Context: an optimization exercise on an open-source flow, tuned for small area. The choices shown serve that exercise and are no tape-out recipe. At most, simulation tests tie the RTL to the original design; equivalence was not proved.

==> inputs of fjord <==
## processing_element
module processing_element (
    input clk, reset,
    input [15:0] in_a, in_b,
    output reg [15:0] out_a, out_b,
    output reg [31:0] acc
);
  wire [15:0] na, nb;
  pe_inv16 u_ia (.a(in_a), .y(na));
  pe_inv16 u_ib (.a(in_b), .y(nb));
  wire pp_0_0 = ~(na[0] | nb[0]);
  wire pp_0_1 = ~(na[0] | nb[1]);
  wire pp_0_2 = ~(na[0] | nb[2]);
  wire pp_0_3 = ~(na[0] | nb[3]);
  wire pp_0_4 = ~(na[0] | nb[4]);
  wire pp_0_5 = ~(na[0] | nb[5]);
  wire pp_0_6 = ~(na[0] | nb[6]);
  wire pp_0_7 = ~(na[0] | nb[7]);
  wire pp_0_8 = ~(na[0] | nb[8]);
  wire pp_0_9 = ~(na[0] | nb[9]);
  wire pp_0_10 = ~(na[0] | nb[10]);
  wire pp_0_11 = ~(na[0] | nb[11]);
  wire pp_0_12 = ~(na[0] | nb[12]);
  wire pp_0_13 = ~(na[0] | nb[13]);
  wire pp_0_14 = ~(na[0] | nb[14]);
  wire pp_0_15 = ~(na[0] | nb[15]);
  wire pp_1_0 = ~(na[1] | nb[0]);
  wire pp_1_1 = ~(na[1] | nb[1]);
  wire pp_1_2 = ~(na[1] | nb[2]);
  wire pp_1_3 = ~(na[1] | nb[3]);
  wire pp_1_4 = ~(na[1] | nb[4]);
  wire pp_1_5 = ~(na[1] | nb[5]);
  wire pp_1_6 = ~(na[1] | nb[6]);
  wire pp_1_7 = ~(na[1] | nb[7]);
  ...
==> flow/config.mk <==
export PLATFORM = sky130hd
export DESIGN_NAME = processing_element
export DESIGN_NICKNAME = processing_element
export VERILOG_FILES = /design/flow/design.v
export SDC_FILE = /design/flow/constraint.sdc
export NUM_CORES = 4
export LEC_CHECK = 0
export CAP_MARGIN = 20
export CORE_MARGIN = 2
export CORE_UTILIZATION = 40
export SLEW_MARGIN = 20
export SYNTH_HIERARCHICAL = 1
==> flow/constraint.sdc <==
create_clock -name core_clock -period 8.0 [get_ports {clk}]
set_input_delay 1.6000 -clock core_clock [delete_from_list [all_inputs] [get_ports {clk}]]
set_output_delay 1.6000 -clock core_clock [all_outputs]
set_load 0.01 [all_outputs]
run.sh (not shown) runs the stock make flow with config.mk's settings and CLKGATE_MAP_FILE= SYNTH_SCRIPT=/design/flow/synth_recipe.tcl, a recipe that flattens the netlist after the stock synthesis.
==> inputs of tundra, as changes to fjord <==
==> flow/flow/run.sh (new file) <==
#!/bin/bash
# Standard ORFS layout, with smaller port buffers, synthesis buffers removed
# at floorplan, and a clock tree of small buffers without dummy loads.
set -euo pipefail
export BUFFER_PORTS_ARGS="-buffer_cell sky130_fd_sc_hd__buf_1"
export REMOVE_ABC_BUFFERS=1
export CTS_ARGS="-sink_clustering_enable -repair_clock_nets -dont_use_dummy_load -buf_list sky130_fd_sc_hd__clkbuf_8"
bash standard.sh > flow_make.log 2>&1
==> flow/standard.sh (new file) <==
#!/bin/bash
# synth_recipe.tcl (not shown) runs the flow's synth.tcl, then flattens the netlist and writes it again
# the make line also repeats each setting of config.mk as NAME=value (left out here)
make -C /OpenROAD-flow-scripts/flow DESIGN_CONFIG=/design/flow/config.mk WORK_HOME=/design/flow/orfs CLKGATE_MAP_FILE= SYNTH_SCRIPT=/design/flow/synth_recipe.tcl "${@:-finish}"
Settings changed: CAP_MARGIN 20 to 0, GPL_TIMING_DRIVEN set to 0, SLEW_MARGIN 20 to 0.
removed: flow/run.sh
==> qor summary <==
|  | fjord | tundra |
|---|---|---|
| Result of the run | no timing/DRC/antenna violations | no timing/DRC/antenna violations |
| Met1 track demand over resource | 28.4% | 27.0% |
| Root buffer selected by CTS | sky130_fd_sc_hd__clkbuf_16 | sky130_fd_sc_hd__clkbuf_8 |
| Start point of the critical path | in_a[3] | in_a[0] |
| Cell count after placement | 1126 | 1087 |
| Seq/total area | 15.3% | 17.1% |
| Global routing met2 resource utilization | 38.4% | 35.7% |
| Multi-input logic portion of the cell area | 64.5% | 72.0% |
| Mean routed wirelength per cell | 20.9 um | 20.3 um |
| Fmax achieved | 137 MHz | 140 MHz |
| Clk pin slew, worst setup/hold paths | 0.06 ns | 0.08 ns |
| Nets | 1173 | 1134 |
| Number of iterations in the first detailed-routing pass | 6 | 5 |
| Total Routed Length | 23800 um | 22200 um |
| Dpl cell area | 10100 um2 | 9230 um2 |


==> pepper: inputs <==
Another version of the RTL of processing_element (not shown whole).
export LEC_CHECK = 0
export CAP_MARGIN = 0
export CORE_MARGIN = 2
export CORE_UTILIZATION = 40
export GPL_TIMING_DRIVEN = 0
export SLEW_MARGIN = 0
export SYNTH_HIERARCHICAL = 1
create_clock -name core_clock -period 8.0 [get_ports {clk}]
standard.sh (not shown) runs the stock make flow with config.mk's settings and CLKGATE_MAP_FILE= SYNTH_SCRIPT=/design/flow/synth_recipe.tcl, a recipe that flattens the netlist after the stock synthesis.
==> flow/flow/run.sh <==
#!/bin/bash
# Standard ORFS layout, with smaller port buffers, synthesis buffers removed
# at floorplan, and a clock tree of small buffers without dummy loads.
set -euo pipefail
export BUFFER_PORTS_ARGS="-buffer_cell sky130_fd_sc_hd__buf_1"
export REMOVE_ABC_BUFFERS=1
export CTS_ARGS="-sink_clustering_enable -repair_clock_nets -dont_use_dummy_load -buf_list sky130_fd_sc_hd__clkbuf_8"
bash standard.sh > flow_make.log 2>&1
==> inputs of xenon, as changes to pepper <==
--- a/flow/design.v
+++ b/flow/design.v
@@ -761,22 +761,22 @@
   pe_fa u_s494 (.a(c430), .b(s431), .c(c493), .s(s494), .co(c495));
   wire s496, c497;
   pe_fa u_s496 (.a(c432), .b(s433), .c(c495), .s(s496), .co(c497));
   wire s498, c499;
   pe_fa u_s498 (.a(c434), .b(s435), .c(c497), .s(s498), .co(c499));
   wire s500, c501;
   pe_fa u_s500 (.a(c436), .b(s437), .c(c499), .s(s500), .co(c501));
-  wire g502 = c501;
-  wire p503 = 1'b0;
-  wire g504 = c438 & s439;
-  wire p505 = c438 ^ s439;
-  wire g506 = c440 & s441;
-  wire p507 = c440 ^ s441;
-  wire g508 = c442 & s443;
-  wire p509 = c442 ^ s443;
+  wire s502, c503;
+  pe_fa u_s502 (.a(c438), .b(s439), .c(c501), .s(s502), .co(c503));
+  wire s504, c505;
+  pe_fa u_s504 (.a(c440), .b(s441), .c(c503), .s(s504), .co(c505));
+  wire s506, c507;
+  pe_fa u_s506 (.a(c442), .b(s443), .c(c505), .s(s506), .co(c507));
+  wire g508 = c507;
+  wire p509 = 1'b0;
   wire g510 = c444 & s445;
   wire p511 = c444 ^ s445;
   wire g512 = c446 & s447;
   wire p513 = c446 ^ s447;
   wire g514 = c448 & s449;
   wire p515 = c448 ^ s449;
   wire g516 = c450 & s451;
@@ -805,120 +805,108 @@
   wire p539 = c472 ^ s473;
   wire g540 = c474 & s475;
   wire p541 = c474 ^ s475;
   wire g542 = c476 & s477;
   wire p543 = c476 ^ s477;
   wire g544 = c478 & s479;
   wire p545 = c478 ^ s479;
-  wire G546 = g504 | (p505 & g502);
-  wire G547 = g508 | (p509 & g506);
-  wire P548 = p509 & p507;
-  wire G549 = g512 | (p513 & g510);
-  wire P550 = p513 & p511;
-  wire G551 = g516 | (p517 & g514);
-  wire P552 = p517 & p515;
-  wire G553 = g520 | (p521 & g518);
-  wire P554 = p521 & p519;
-  wire G555 = g524 | (p525 & g522);
-  wire P556 = p525 & p523;
-  wire G557 = g528 | (p529 & g526);
-  wire P558 = p529 & p527;
-  wire G559 = g532 | (p533 & g530);
-  wire P560 = p533 & p531;
-  wire G561 = g536 | (p537 & g534);
-  wire P562 = p537 & p535;
-  wire G563 = g540 | (p541 & g538);
-  wire P564 = p541 & p539;
-  wire G565 = g544 | (p545 & g542);
-  wire P566 = p545 & p543;
-  wire G567 = G547 | (P548 & G546);
-  wire G568 = G551 | (P552 & G549);
-  wire P569 = P552 & P550;
-  wire G570 = G555 | (P556 & G553);
-  wire P571 = P556 & P554;
-  wire G572 = G559 | (P560 & G557);
-  wire P573 = P560 & P558;
-  wire G574 = G563 | (P564 & G561);
-  wire P575 = P564 & P562;
-  wire G576 = G568 | (P569 & G567);
-  wire G577 = G572 | (P573 & G570);
-  wire P578 = P573 & P571;
-  wire G579 = G577 | (P578 & G576);
-  wire G580 = G570 | (P571 & G576);
-  wire G581 = G574 | (P575 & G579);
-  wire G582 = G549 | (P550 & G567);
-  wire G583 = G553 | (P554 & G576);
-  wire G584 = G557 | (P558 & G580);
-  wire G585 = G561 | (P562 & G579);
-  wire G586 = G565 | (P566 & G581);
-  wire G587 = g506 | (p507 & G546);
-  wire G588 = g510 | (p511 & G567);
-  wire G589 = g514 | (p515 & G582);
-  wire G590 = g518 | (p519 & G576);
-  wire G591 = g522 | (p523 & G583);
-  wire G592 = g526 | (p527 & G580);
-  wire G593 = g530 | (p531 & G584);
-  wire G594 = g534 | (p535 & G579);
-  wire G595 = g538 | (p539 & G585);
-  wire G596 = g542 | (p543 & G581);
-  wire o597 = p505 ^ g502;
-  wire o598 = p507 ^ G546;
-  wire o599 = p509 ^ G587;
-  wire o600 = p511 ^ G567;
-  wire o601 = p513 ^ G588;
-  wire o602 = p515 ^ G582;
-  wire o603 = p517 ^ G589;
-  wire o604 = p519 ^ G576;
-  wire o605 = p521 ^ G590;
-  wire o606 = p523 ^ G583;
-  wire o607 = p525 ^ G591;
-  wire o608 = p527 ^ G580;
-  wire o609 = p529 ^ G592;
-  wire o610 = p531 ^ G584;
-  wire o611 = p533 ^ G593;
-  wire o612 = p535 ^ G579;
-  wire o613 = p537 ^ G594;
-  wire o614 = p539 ^ G585;
-  wire o615 = p541 ^ G595;
-  wire o616 = p543 ^ G581;
-  wire o617 = p545 ^ G596;
-  wire o618 = s481 ^ G586;
+  wire G546 = g510 | (p511 & g508);
+  wire G547 = g514 | (p515 & g512);
+  wire P548 = p515 & p513;
+  wire G549 = g518 | (p519 & g516);
+  wire P550 = p519 & p517;
+  wire G551 = g522 | (p523 & g520);
+  wire P552 = p523 & p521;
+  wire G553 = g526 | (p527 & g524);
+  wire P554 = p527 & p525;
+  wire G555 = g530 | (p531 & g528);
+  wire P556 = p531 & p529;
+  wire G557 = g534 | (p535 & g532);
+  wire P558 = p535 & p533;
+  wire G559 = g538 | (p539 & g536);
+  wire P560 = p539 & p537;
+  wire G561 = g542 | (p543 & g540);
+  wire P562 = p543 & p541;
+  wire G563 = G547 | (P548 & G546);
+  wire G564 = G551 | (P552 & G549);
+  wire P565 = P552 & P550;
+  wire G566 = G555 | (P556 & G553);
+  wire P567 = P556 & P554;
+  wire G568 = G559 | (P560 & G557);
+  wire P569 = P560 & P558;
+  wire G570 = G564 | (P565 & G563);
+  wire G571 = G568 | (P569 & G566);
+  wire P572 = P569 & P567;
+  wire G573 = G571 | (P572 & G570);
+  wire G574 = G566 | (P567 & G570);
+  wire G575 = G549 | (P550 & G563);
+  wire G576 = G553 | (P554 & G570);
+  wire G577 = G557 | (P558 & G574);
+  wire G578 = G561 | (P562 & G573);
+  wire G579 = g512 | (p513 & G546);
+  wire G580 = g516 | (p517 & G563);
+  wire G581 = g520 | (p521 & G575);
+  wire G582 = g524 | (p525 & G570);
+  wire G583 = g528 | (p529 & G576);
+  wire G584 = g532 | (p533 & G574);
+  wire G585 = g536 | (p537 & G577);
+  wire G586 = g540 | (p541 & G573);
+  wire G587 = g544 | (p545 & G578);
+  wire o588 = p511 ^ g508;
+  wire o589 = p513 ^ G546;
+  wire o590 = p515 ^ G579;
+  wire o591 = p517 ^ G563;
+  wire o592 = p519 ^ G580;
+  wire o593 = p521 ^ G575;
+  wire o594 = p523 ^ G581;
+  wire o595 = p525 ^ G570;
+  wire o596 = p527 ^ G582;
+  wire o597 = p529 ^ G576;
+  wire o598 = p531 ^ G583;
+  wire o599 = p533 ^ G574;
+  wire o600 = p535 ^ G584;
+  wire o601 = p537 ^ G577;
+  wire o602 = p539 ^ G585;
+  wire o603 = p541 ^ G573;
+  wire o604 = p543 ^ G586;
+  wire o605 = p545 ^ G578;
+  wire o606 = s481 ^ G587;
   wire [31:0] nxt;
   assign nxt[0] = s482;
   assign nxt[1] = s484;
   assign nxt[2] = s486;
   assign nxt[3] = s488;
   assign nxt[4] = s490;
   assign nxt[5] = s492;
   assign nxt[6] = s494;
   assign nxt[7] = s496;
   assign nxt[8] = s498;
   assign nxt[9] = s500;
-  assign nxt[10] = o597;
-  assign nxt[11] = o598;
-  assign nxt[12] = o599;
-  assign nxt[13] = o600;
-  assign nxt[14] = o601;
-  assign nxt[15] = o602;
-  assign nxt[16] = o603;
-  assign nxt[17] = o604;
-  assign nxt[18] = o605;
-  assign nxt[19] = o606;
-  assign nxt[20] = o607;
-  assign nxt[21] = o608;
-  assign nxt[22] = o609;
-  assign nxt[23] = o610;
-  assign nxt[24] = o611;
-  assign nxt[25] = o612;
-  assign nxt[26] = o613;
-  assign nxt[27] = o614;
-  assign nxt[28] = o615;
-  assign nxt[29] = o616;
-  assign nxt[30] = o617;
-  assign nxt[31] = o618;
+  assign nxt[10] = s502;
+  assign nxt[11] = s504;
+  assign nxt[12] = s506;
+  assign nxt[13] = o588;
+  assign nxt[14] = o589;
+  assign nxt[15] = o590;
+  assign nxt[16] = o591;
+  assign nxt[17] = o592;
+  assign nxt[18] = o593;
+  assign nxt[19] = o594;
+  assign nxt[20] = o595;
+  assign nxt[21] = o596;
+  assign nxt[22] = o597;
+  assign nxt[23] = o598;
+  assign nxt[24] = o599;
+  assign nxt[25] = o600;
+  assign nxt[26] = o601;
+  assign nxt[27] = o602;
+  assign nxt[28] = o603;
+  assign nxt[29] = o604;
+  assign nxt[30] = o605;
+  assign nxt[31] = o606;
   always @(posedge clk or posedge reset) begin
     if (reset) begin
       acc <= 32'b0; out_a <= 16'b0; out_b <= 16'b0;
     end else begin
       acc <= nxt;
       out_a <= in_a; out_b <= in_b;
     end
==> summary.txt <==
| quantity | xenon | pepper |
|---|---|---|
| Number of fill cells | 1,994 | 2,032 |
| Routing usage on met2 | 34.7% | 38.9% |
| Final core occ | 45.8% | 44.3% |
| Drt total wl | 22.5 mm | 23.1 mm |
| Xor and xnor area share after synthesis | 1.02% | 1.10% |
| Vias in the first global route | 6,469 | 6,794 |
| HPWL after detailed placement | 16.3 mm | 16.6 mm |
| Post-layout instance count excluding filler cells | 1,095 | 1,119 |
| Final layout net count | 1,135 | 1,156 |
| Least setup slack across all paths after layout | 0.0926 ns | 0.252 ns |
| Critical path endpoint | acc[30] | acc[28] |
| Final worst path period share | 98.8% | 96.9% |
| Signal inverters | 46 | 47 |
| Adder-cell area share of the yosys netlist | 62.1% | 61.3% |
| Post-Synthesis Mean Instance Area | 11.4 µm² | 11.3 µm² |
| Total area of multi-input combinational cells | 0.00673 mm² | 0.00674 mm² |
| Run status | finished clean | finished clean |
| Number of distinct library cells after synthesis | 20 | 27 |
Function was not checked in any run of this note: the RTL went through the layout flow alone.

==> re-timing with driven ports <==
In the flow no input, the clock included, has a driving cell. The finished layouts below were timed again as built, in two steps.
Step 1 assumes that a clkbuf_16 drives the clock port and a buf_2 every other input.
Step 2, shift: input delay + t, output delay - t, t = (earliest + latest rising clock arrival at the registers) / 2. This alone moves slack from input paths to output paths.
Three values: no drivers, after step 1, after step 2; two values: the first two.
run | shift t [ns] | slack for setup (ns) | hold slack, ns
fjord | 0.395 | 0.715 / 0.726 / 0.331 | 0.498 / 0.498 / 0.498
tundra | 0.401 | 0.860 / 0.875 / 0.474 | 0.504 / 0.504 / 0.504
pepper | 0.395 | 0.252 / 0.256 / -0.139 | 0.497 / 0.497 / 0.497
xenon | 0.405 | 0.093 / 0.082 / -0.323 | 0.511 / 0.511 / 0.511
Met with ideal ports but missed after step 2: setup timing in pepper and xenon. The setup slack of xenon, which loses most, moves by -0.011 ns with the drivers and by -0.416 ns with both steps.
